This design comes from an exercise in tuning for small area on the open sky130 flow, not from production work. In this exercise RTL edits were held to simulation tests only and were not proved equivalent to the original. No activity file was given, so power comes from the tool's default toggle rates.

`flow/constraint.sdc`:
```
create_clock -name core_clock -period 8.0 [get_ports {clk}]
set_input_delay 1.6000 -clock core_clock [delete_from_list [all_inputs] [get_ports {clk}]]
set_output_delay 1.6000 -clock core_clock [all_outputs]
set_load 0.01 [all_outputs]
```
`flow/design.v`:
```
module Clock_Divider (
        input clk, reset,
        output clk_1ms
        );
        reg [7:0] count;
        always @(posedge clk)
        begin
                if (!reset)
                        count <= 0;
                else
                        count <= count + 1;
        end
        assign clk_1ms = (count == 8'd255);
endmodule
module VGASigGen(
        input clk,reset,
        output hsync,vsync, video,
        output [9:0] pxl_x,pxl_y 
        );
        reg pxl_temp;
        wire pxl_nxt;
        wire pxl_counter;
        reg [9:0] h_c_temp, h_c_nxt, v_c_temp, v_c_nxt;
        reg vsync_temp, hsync_temp;
        wire vsync_nxt, hsync_nxt;
        always @(posedge clk)
                if(!reset)
                begin
                  pxl_temp <= 0;
                  v_c_temp <= 0;
                  h_c_temp <= 0;
                  vsync_temp   <= 0;
                  hsync_temp   <= 0;
                end
                else
                begin
                  pxl_temp <= pxl_nxt;
                  v_c_temp <= v_c_nxt;
                  h_c_temp <= h_c_nxt;
                  vsync_temp   <= vsync_nxt;
                  hsync_temp   <= hsync_nxt;
                end
        assign pxl_nxt = pxl_temp + 1;
        assign pxl_counter = (pxl_temp == 0);
        always @*
                begin
if (pxl_counter) begin
        if (h_c_temp == (640 + 60 + 56 + 40 - 1)) begin
        h_c_nxt = 0;
        end else begin
        h_c_nxt = h_c_temp + 1;
        end
end else begin
        h_c_nxt = h_c_temp;
end
if (pxl_counter && h_c_temp == (640 + 60 + 56 + 40 - 1)) begin
        if (v_c_temp == (480 + 33 + 0 + 2 - 1)) begin
        v_c_nxt = 0;
        end else begin
        v_c_nxt = v_c_temp + 1;
        end
end else begin
        v_c_nxt = v_c_temp;
end
                end
   assign hsync_nxt = h_c_temp >= (640 + 56) && h_c_temp <= (640 + 56 + 40 - 1);
   assign vsync_nxt = v_c_temp >= (480 + 0) && v_c_temp <= (480 + 0 + 2 - 1);
   assign video = (h_c_temp < 640) && (v_c_temp < 480);
   assign hsync  = hsync_temp;
   assign vsync  = vsync_temp;
   assign pxl_x        = h_c_temp;
   assign pxl_y        = v_c_temp;
endmodule
module StateGm(
        	input clk, clk_1ms, reset,
        	input [3:0] p1_scr, p2_scr,
        	output reg [1:0] stateGm
        	);
        	always @ (posedge clk)
        	begin
                    	if (!reset)
                                	stateGm <= 0;  
                    	else
                    	begin
                                	if ( p1_scr == 4'b0101)
                                            	stateGm <= 2'b10; 
                                	else if ( p2_scr == 4'b0101)
                                            	stateGm <= 2'b11; 
                                	else
                                            	stateGm <= 2'b01; 
                    	end
        	end
endmodule
module Ball(
        	input clk,clk_1ms,reset,
        	input [9:0] x, y,
        	output ball_on,
        	output [11:0] rgb_ball,
        	input [9:0] x_pdl1, x_pdl2, y_pdl1, y_pdl2,
        	output reg [3:0]  p1_scr, p2_scr,
        	input [1:0] stateGm
        	);
        	integer dx, dy;
        	reg [9:0] x_ball, y_ball;
        	always @ (posedge clk)
        	begin
                    	if(!reset)
                    	begin
                                	x_ball <= 640/2;
                                	y_ball <= 480/2;
                                	p1_scr <= 0;
                                	p2_scr <= 0;
                                dx = 1;
                                dy = 1;
                    	end
                    	else if (clk_1ms && stateGm == 2'b01)
                    	begin
                                	if ((y_ball == (16/2)+1) || (y_ball == (480-(16/2)-1)))
                                            	dy = dy*-1;
                                	if ((x_ball > (x_pdl2-16/2) && y_ball > (y_pdl2 - 80/2) && y_ball < (y_pdl2 + 80/2))
                                	|| (x_ball < (x_pdl1+16/2) && y_ball > (y_pdl1 - 80/2) && y_ball < (y_pdl1 + 80/2)))
                                            	dx = dx*-1;
                                	if (x_ball == (640 -16/2))
                                	begin
                                            	x_ball <= 640/2;
                                            	y_ball <= 480/2;
                                            	dy = dy*-1;
                                            	dx = dx*-1;
                                            	p1_scr <= p1_scr+1;
                                	end
                                	else if (x_ball == 0)
                                	begin
                                            	x_ball <= 640/2;
                                            	y_ball <= 480/2;
                                            	dy = dy*-1;
                                            	dx = dx*-1;
                                            	p2_scr <= p2_scr+1;
                                	end
                                	else
                                	begin
                                            	x_ball <= x_ball + dx;
                                            	y_ball <= y_ball + dy; 
                                	end
                    	end
                    	else
                    	begin
                                	x_ball <= x_ball;
                                	y_ball <= y_ball;
                    	end     
        	end
        	assign ball_on = (x >= x_ball-(16/2) && x <= x_ball+(16/2) && y >= y_ball-(16/2) && y <= y_ball+(16/2))?1:0;
        	assign rgb_ball = 12'b000011111111;
endmodule
module Pdl_Object(
        	input clk,clk_1ms,reset,
        	input btn, btn1, btn2, btn3,
        	input [9:0] x, y,
        	output pdl1_on,pdl2_on,
        	output [11:0] rgb_pdl1, rgb_pdl2,
        	output reg [9:0] x_pdl1,
        	output reg [9:0] y_pdl1,
        	output reg [9:0] x_pdl2,
        	output reg [9:0] y_pdl2
        	);
        	always @ (posedge clk)
        	begin
                    	if(!reset)  
                    	begin  
                                	x_pdl1 <= 20 + (16/2);
                                	y_pdl1 <= 480/2;
                                	x_pdl2 <= 640-(20 + (16/2));
                                	y_pdl2 <= 480/2;
                    	end
                    	else if (!clk_1ms)
                                y_pdl1 <= y_pdl1;
                        else if (!btn && y_pdl1-(80/2) > 0)
                                	y_pdl1 <= y_pdl1-1;
                    	else if (!btn1 && y_pdl1+(80/2) < 480)
                                	y_pdl1 <= y_pdl1+1;
                    	else if (!btn2 && y_pdl2-(80/2) > 0)
                                	y_pdl2 <= y_pdl2-1;
                    	else if (!btn3 && y_pdl2+(80/2) < 480 )
                                	y_pdl2 <= y_pdl2+1;
                    	else
                    	begin
        		    	y_pdl1 <= y_pdl1;
        		    	y_pdl2 <= y_pdl2;
                    	end
        	end
        	assign pdl1_on = (x >= x_pdl1-(16/2) && x <= x_pdl1+(16/2) && y >= y_pdl1-(80/2) && y < y_pdl1+(80/2))?1:0;
        	assign pdl2_on = (x >= x_pdl2-(16/2) && x <= x_pdl2+(16/2) && y >= y_pdl2-(80/2) && y < y_pdl2+(80/2))?1:0;
        	assign rgb_pdl1 = 12'b111100000000;
        	assign rgb_pdl2 = 12'b000000001111;
endmodule
module DispVGA(
        	input clk, reset,
        	input [9:0] x, y, 
        	input video,
        	output [11:0]redgrnblu,
        	input clk_1ms,
        	input pdl1_on, pdl2_on, ball_on,
        	input [11:0]redgrnblu_pdl1, redgrnblu_pdl2, redgrnblu_ball,
        	input [1:0] stateGm
        	);
        	reg [11:0] redgrnblu_reg;
        	always @(posedge clk)
        	begin
        	if (!reset)
                    	redgrnblu_reg <= 0;
        	else
                    	begin
                    		if (stateGm == 2'b10)
                    		begin
                                            	redgrnblu_reg <= redgrnblu_pdl1;
                                	end
                                	else if (stateGm == 2'b01)
                                	begin
                                            	if (pdl2_on)
                                                        	redgrnblu_reg <= redgrnblu_pdl2;
                                            	else if (pdl1_on)
                                                        	redgrnblu_reg <= redgrnblu_pdl1;
                                            	else if (ball_on)
                                                        	redgrnblu_reg <= redgrnblu_ball;
                                            	else
                                                        	redgrnblu_reg <= 12'b111111111111;
                                	end
                                	else if (stateGm == 2'b11)
                                            	redgrnblu_reg <= redgrnblu_pdl2;
                                	else redgrnblu_reg <= 0;
                    	end
        	end
        	assign redgrnblu = (video) ? redgrnblu_reg : 8'b0;
endmodule
module Seven_Segment_Display (
        input clk, clk_1ms, reset,
        input [3:0] p1_score, p2_score,
        output reg [6:0] seg1, seg2
        );
        reg [6:0] digit1, digit2;
        always @*
        begin
                case (p1_score)
                        4'd0: digit1 = 7'b1000000;
                        4'd1: digit1 = 7'b1111001;
                        4'd2: digit1 = 7'b0100100;
                        4'd3: digit1 = 7'b0110000;
                        4'd4: digit1 = 7'b0011001;
                        4'd5: digit1 = 7'b0010010;
                        4'd6: digit1 = 7'b0000010;
                        4'd7: digit1 = 7'b1111000;
                        4'd8: digit1 = 7'b0000000;
                        4'd9: digit1 = 7'b0010000;
                        default: digit1 = 7'b1111111;
                endcase
                case (p2_score)
                        4'd0: digit2 = 7'b1000000;
                        4'd1: digit2 = 7'b1111001;
                        4'd2: digit2 = 7'b0100100;
                        4'd3: digit2 = 7'b0110000;
                        4'd4: digit2 = 7'b0011001;
                        4'd5: digit2 = 7'b0010010;
                        4'd6: digit2 = 7'b0000010;
                        4'd7: digit2 = 7'b1111000;
                        4'd8: digit2 = 7'b0000000;
                        4'd9: digit2 = 7'b0010000;
                        default: digit2 = 7'b1111111;
                endcase
        end
        always @(posedge clk)
        begin
                if (!reset)
                begin
                        seg1 <= 7'b1111111;
                        seg2 <= 7'b1111111;
                end
                else
                begin
                        seg1 <= digit1;
                        seg2 <= digit2;
                end
        end
endmodule
module Top_Module (
        input clk, reset, btn, btn1, btn2, btn3,
        output [11:0] redgrnblu,
        output hsync, vsync,
        output [6:0] seg1, seg2
        );
        wire [9:0] tempx,tempy;
        wire video;
        wire clk_1ms;
        wire [11:0] redgrnblu_pdl1, redgrnblu_pdl2, redgrnblu_ball;
        wire ball_on, pdl1_on, pdl2_on;
        wire [9:0] tempx_pdl1, tempx_pdl2, tempy_pdl1, tempy_pdl2;
        wire [3:0] p1_score, p2_score;
        wire [1:0] stateGm;
        VGASigGen v1 (.clk(clk), .reset(reset), .hsync(hsync), .vsync(vsync), .pxl_x(tempx), .pxl_y(tempy), .video(video));
        DispVGA r1 (.clk(clk), .reset(reset), .x(tempx), .y(tempy), .video(video), .redgrnblu(redgrnblu), .clk_1ms(clk_1ms),
                    .pdl1_on(pdl1_on), .pdl2_on(pdl2_on), .ball_on(ball_on),
                    .redgrnblu_pdl1(redgrnblu_pdl1), .redgrnblu_pdl2(redgrnblu_pdl2), .redgrnblu_ball(redgrnblu_ball),
                    .stateGm(stateGm));
        Clock_Divider c1 (.clk(clk), .reset(reset), .clk_1ms(clk_1ms));
        Ball b1 (.clk(clk), .clk_1ms(clk_1ms), .reset(reset), .x(tempx), .y(tempy), .ball_on(ball_on), .rgb_ball(redgrnblu_ball),
                 .x_pdl1(tempx_pdl1), .x_pdl2(tempx_pdl2), .y_pdl1(tempy_pdl1), .y_pdl2(tempy_pdl2),
                 .p1_scr(p1_score), .p2_scr(p2_score), .stateGm(stateGm));
        Pdl_Object p1 (.clk(clk), .clk_1ms(clk_1ms), .reset(reset), .x(tempx), .y(tempy),
                       .btn(btn), .btn1(btn1), .btn2(btn2), .btn3(btn3),
                       .pdl1_on(pdl1_on), .rgb_pdl1(redgrnblu_pdl1), .pdl2_on(pdl2_on), .rgb_pdl2(redgrnblu_pdl2),
                       .x_pdl1(tempx_pdl1), .x_pdl2(tempx_pdl2), .y_pdl1(tempy_pdl1), .y_pdl2(tempy_pdl2));
        StateGm s1 (.clk(clk), .clk_1ms(clk_1ms), .reset(reset), .p1_scr(p1_score), .p2_scr(p2_score), .stateGm(stateGm));
        Seven_Segment_Display d1 (.clk(clk), .clk_1ms(clk_1ms), .reset(reset), .p1_score(p1_score), .p2_score(p2_score), .seg1(seg1), .seg2(seg2));
endmodule
```
`flow/config.mk`:
```
export PLATFORM = sky130hd
export DESIGN_NAME = Top_Module
export DESIGN_NICKNAME = Top_Module
export VERILOG_FILES = /design/flow/design.v
export SDC_FILE = /design/flow/constraint.sdc
export NUM_CORES = 4
export LEC_CHECK = 0
export CAP_MARGIN = 20
export CORE_MARGIN = 2
export CORE_UTILIZATION = 40
export SLEW_MARGIN = 20
```
`flow/run.sh`:
```
#!/bin/bash
# synth_recipe.tcl (not shown) runs the flow's synth.tcl, then flattens the netlist and writes it again
# the make line also repeats each setting of config.mk as NAME=value (left out here)
make -C /OpenROAD-flow-scripts/flow DESIGN_CONFIG=/design/flow/config.mk WORK_HOME=/design/flow/orfs CLKGATE_MAP_FILE= SYNTH_SCRIPT=/design/flow/synth_recipe.tcl finish
```
==> results.txt <==
The flow ran to the end and the layout has no timing, DRC or antenna violations. The maximum frequency from static timing analysis is 186 MHz, and the average wire per cell in the routed design is 15.8 um. Among cell families on the critical path, the largest total delay comes from compound AO/OA/AOI/OAI gates. The relative slew slack is 42.8%, and the worst clock skew is 0.00918 ns. The clock input transition at the sequential cells of the worst setup and hold paths is 0.06 ns, and the number of distinct library cell variants in the gate-level netlist after synthesis is 75. The most numerous cell in the Yosys netlist is sky130_fd_sc_hd__ha_1. For met3 alone, demand over resource in global routing was 3.13%. TritonCTS built the clock tree. Most frequent cell on the critical path: sky130_fd_sc_hd__ha_1. The congestion estimate from routability-driven global placement came to 0.872.

In this run the power spent charging and discharging nets is 0.363 mW. Setup repair after global routing left no endpoint under its margin. For this run, global-route usage on met2 was measured as 30.0%. The logs give 0.456 ns for the post-route worst hold slack and 0 for the hold buffer count at cts. The post-route netlist has 4.67% of its cells at a drive strength greater than 1.

The worst setup path is captured at a register. Dividing total power by cell area gives a power density of 131 nW/um2. Along the worst path, the maximum fanout reaches 14. The post-synth design cell area came out at 9790 um2.

Walking the worst path, the cells encountered are inv_1 > ha_1 > nand2b_1 > nand2_1 > xor2_1 > ha_1 > o21ai_0 > a221oi_1 > nand4_1 > a221oi_2 > a22oi_1 > buf_4 > xnor2_1 > ha_1 > a21o_1 > a21oi_1 > o21ai_0 > o41a_1 > and4_1 > nor3_1 > xnor2_1 > a31o_2. The depth of the CTS H-tree is 4, and the count of final hold-check violations is 0. The count of mapped cells out of synthesis is 1193, and the residual overflow from global routing is 0.

In the synthesized netlist the dominant register cell turns out to be sky130_fd_sc_hd__dfxtp_1. Registers are responsible for 42.1% of the overall power. The total CTS buffers was 17.

The tool flagged a number of max-cap violations equal to 0. Once detail routing completed, the nets flagged for antenna violations numbered 0. The pre-antenna-repair detailed-routing pass consisted of 5 iterations.

The initialized floorplan defines 57 standard-cell rows. The period utilization was 67.1%; the clock network latency to the later pin of the worst-skew pair was 0.42 ns. Across the VDD grid, the largest voltage drop is 0.110 mV. For the post-detailed-placement half-perimeter wirelength, the log shows 17.6 mm. Worst setup path startpoint: p1.y_pdl2[3]. The share of Yosys cell area claimed by the top area cell type is 23.7%, and the die area is 25700 um2. At the end of the flow, the number of nets in the layout was 1340. The clock net in this run drives a total of 116 sinks. The mean area per synthesized cell is 8.21 um2. Yosys printed 7 warnings. The first global-routing pass estimated 39.7 mm of wire. The transition time at the pin with the least slew margin came out at 0.847 ns.

In this run the critical register-to-register path is captured at b1.x_ball[9]. The async set-or-reset flop fraction in the synthesized netlist was 0%. Once placement finished, the instance area stood at 10200 um2. With fillers left out, the area of the finished cells amounts to 10800 um2.

The run gives 2.63 ns as the flop-to-flop setup slack. The worst setup path is launched from a register. The tools report the worst setup path endpoint as b1.x_ball[9].

The buffer and inverter count on the worst path was 2. The synthesized design contains 116 register bits. In this run the tool buffered the top-level ports with 33 buffer cells. The logs give 0 for the count of buffers added by post-CTS timing repair for setup and 24200 um2 for the core area. The via count of the first global-routing pass came out at 7750. Share of the yosys chip area belonging to registers: 23.7%. The logs give 0 ns for the summed negative setup slack over all endpoints and 6.1% for the share of power burned in combinational logic.

Worst hold path class: register to register. After detailed routing, the number of remaining DRC violations is 0. Number of synthesized flops with an enable pin: 0. For the detailed-route wire length, the log shows 24.1 mm.

Using the TritonRoute via totals, the vias-per-cell ratio works out to 5.44. In this run the vertical extent of the chip is 160 um. Synthesis produced a netlist with a net count of 1346.

The count of pins on the block boundary is 34. By area the synthesized netlist is led by sky130_fd_sc_hd__dfxtp_1 (24%), sky130_fd_sc_hd__ha_1 (18%), sky130_fd_sc_hd__xnor2_1 (5.4%). The run gives 2 as the maximum clock insertion buffer count. From synthesis to final layout, the design area changed by 10.2%. Measured in cells, the most critical reg-to-reg path has a length of 22. The startpoint identified for the worst register-to-register timing path is p1.y_pdl2[3]. The busiest layer in global routing was met2. The leakage power of the design was 4.46 nW; the worst path arrival time was 5.68 ns. Counting instances in the post-synthesis netlist gives the leading cell types as sky130_fd_sc_hd__ha_1 (143), sky130_fd_sc_hd__dfxtp_1 (116), sky130_fd_sc_hd__nor2_1 (112). Cell type with the highest aggregate area in the netlist: sky130_fd_sc_hd__dfxtp_1.

The minimum clock period after layout was 5.37 ns; the highest cell delay on the worst timing path was 0.65 ns. The critical path start-end classification was register to register. The antenna diode count is 0. The tools report the cell at the root of the clock tree as sky130_fd_sc_hd__clkbuf_16. For the via count, the log shows 8295. STA puts the critical path data required time at 8.31 ns. In this run switching power makes up 25.6% of total power. Global routing consumed, on the met1 layer, 26.6% of the routing resources. Among all stages on the critical path, the largest delay is contributed by sky130_fd_sc_hd__dfxtp_1. The tools report the total count of max-transition violations in the final report as 0. Internal power comes to 1.05 mW. In this run, the clock network consumes 51.8% of the power. From left edge to right edge, the die measures 160 um. The aggregate global-route resource usage came out at 19.0%. Once the clock tree was built, the resizer swapped 0 gates to a different size. The number of DRC markers in iteration 0 was 527; the number of antenna violations at the first check in global routing was 0. The initial utilization of the core area, before any placement, comes to 40.5%. Total of endpoints with negative setup slack in the final report: 0. The pin count of the biggest net entering global routing is 62, and the path length in cells of the critical path is 22.

Summing internal, switching and leakage power gives 1.42 mW.
[routing by layer]
layer  vias to the layer above  wire length (um)
li1                       4256                 -
met1                      3847             11900
met2                       166             10700
met3                        26              1020
met4                         0               473
met5                         -                 0
[area by class of cell]
class	instances	area, um2
Sequential cell	116	2320
Clock buffer	17	425
Clock inverter	15	135
Fill cell	2366	13400
Timing Repair Buffer	38	363
Inverter	56	210
Multi-Input combinational cell	958	6930
Tap cell	324	405
[per-stage QoR]
| step | instances | setup WS [ns] | util [%] |
|---|---|---|---|
| 6_report | 1524 | 2.63 | 44.6 |
| 5_1_grt | 1524 | 2.15 | 44.6 |
| 4_1_cts | 1524 | 2.64 | 44.6 |
| 3_5_place_dp | 1492 | 2.69 | 42.3 |
| 3_3_place_gp | 1492 | 2.85 | 42.3 |
| 2_1_floorplan | 1193 | 3.41 | - |
[power by group through the flow]
stage,Clock [mW],Sequential [mW],Combinational (mW)
after floorplan,0,0.605,0.0615
after global placement,0,0.609,0.0849
after detailed placement,0,0.609,0.0862
after CTS,0.750,0.596,0.0865
after global routing,0.781,0.598,0.0960
final,0.734,0.596,0.0861
[worst min path at each step]
stage / from / endpoint / slack [ns] / depth (start not counted)
detailed placement: c1.count[0] / c1.count[0] / 0.44 / 1
global route: b1.dx[2] / b1.dx[2] / 0.50 / 2
CTS: c1.count[0] / c1.count[0] / 0.45 / 1
floorplan: c1.count[0] / c1.count[0] / 0.42 / 1
global placement: c1.count[0] / c1.count[0] / 0.43 / 1
finish: c1.count[0] / c1.count[0] / 0.46 / 1
[kinds of logic after synthesis]
| group | after synthesis | share of synthesized area, % |
|---|---|---|
| buffers and inverters | 119 | 5.48 |
| adder cells (fa/ha/maj) | 148 | 19.2 |
| AO/OA/AOI/OAI | 279 | 18.9 |
| flip-flops | 116 | 23.7 |
| multiplexers | 16 | 1.69 |
| AND/OR/NAND/NOR | 396 | 20.2 |
| XOR/XNOR | 119 | 10.9 |
[layout by cell type (no fill, tap or decap), types with 5 or more instances in the layout]
cell type,n
sky130_fd_sc_hd__ha_1,143
sky130_fd_sc_hd__dfxtp_1,116
sky130_fd_sc_hd__nor2_1,112
sky130_fd_sc_hd__nand2_1,81
sky130_fd_sc_hd__a21oi_1,68
sky130_fd_sc_hd__o21ai_0,66
sky130_fd_sc_hd__xnor2_1,60
sky130_fd_sc_hd__xor2_1,57
sky130_fd_sc_hd__inv_1,55
sky130_fd_sc_hd__nand3_1,40
sky130_fd_sc_hd__clkdlybuf4s50_1,32
sky130_fd_sc_hd__nor3_1,27
sky130_fd_sc_hd__nand2b_1,23
sky130_fd_sc_hd__nor2b_1,18
sky130_fd_sc_hd__clkbuf_16,17
sky130_fd_sc_hd__and3_1,16
sky130_fd_sc_hd__mux2i_1,15
sky130_fd_sc_hd__o21a_1,14
sky130_fd_sc_hd__nor4_1,14
sky130_fd_sc_hd__a21o_1,13
sky130_fd_sc_hd__nand4_1,12
sky130_fd_sc_hd__o211ai_1,12
sky130_fd_sc_hd__or3_1,11
sky130_fd_sc_hd__a22oi_1,11
sky130_fd_sc_hd__and2_1,11
sky130_fd_sc_hd__o22ai_1,10
sky130_fd_sc_hd__a211oi_1,10
sky130_fd_sc_hd__and4_1,7
sky130_fd_sc_hd__o31ai_1,6
sky130_fd_sc_hd__nand3b_1,6
sky130_fd_sc_hd__a31oi_1,6
sky130_fd_sc_hd__o21bai_1,6
sky130_fd_sc_hd__a2111oi_0,5
sky130_fd_sc_hd__clkinvlp_4,5
sky130_fd_sc_hd__buf_4,5

## static timing again, ports no longer ideal
No port has a modelled driver above. Below, the same layout with a new extraction and two added sets of constraints. Step 1, drivers: a clkbuf_16 drives clk and a buf_2 each remaining input, both assumed. Step 2 adds t to the input delays and takes it off the output delays; t is the mean of the earliest and latest rising clock arrival at the registers after step 1. Input paths then give back, and output paths get back, about the clock's delay inside the block. Three values: ideal ports, drivers, drivers and shift; two values: the first two.
t, ns: 0.467
slack for setup (ns): 2.634 / 2.634 / 2.634
clock arrival spread, ns: 0.010 / 0.010
After both steps this run still meets setup and hold. The setup slack of this run moves by 0.000 ns with the drivers and by 0.000 ns with both steps.
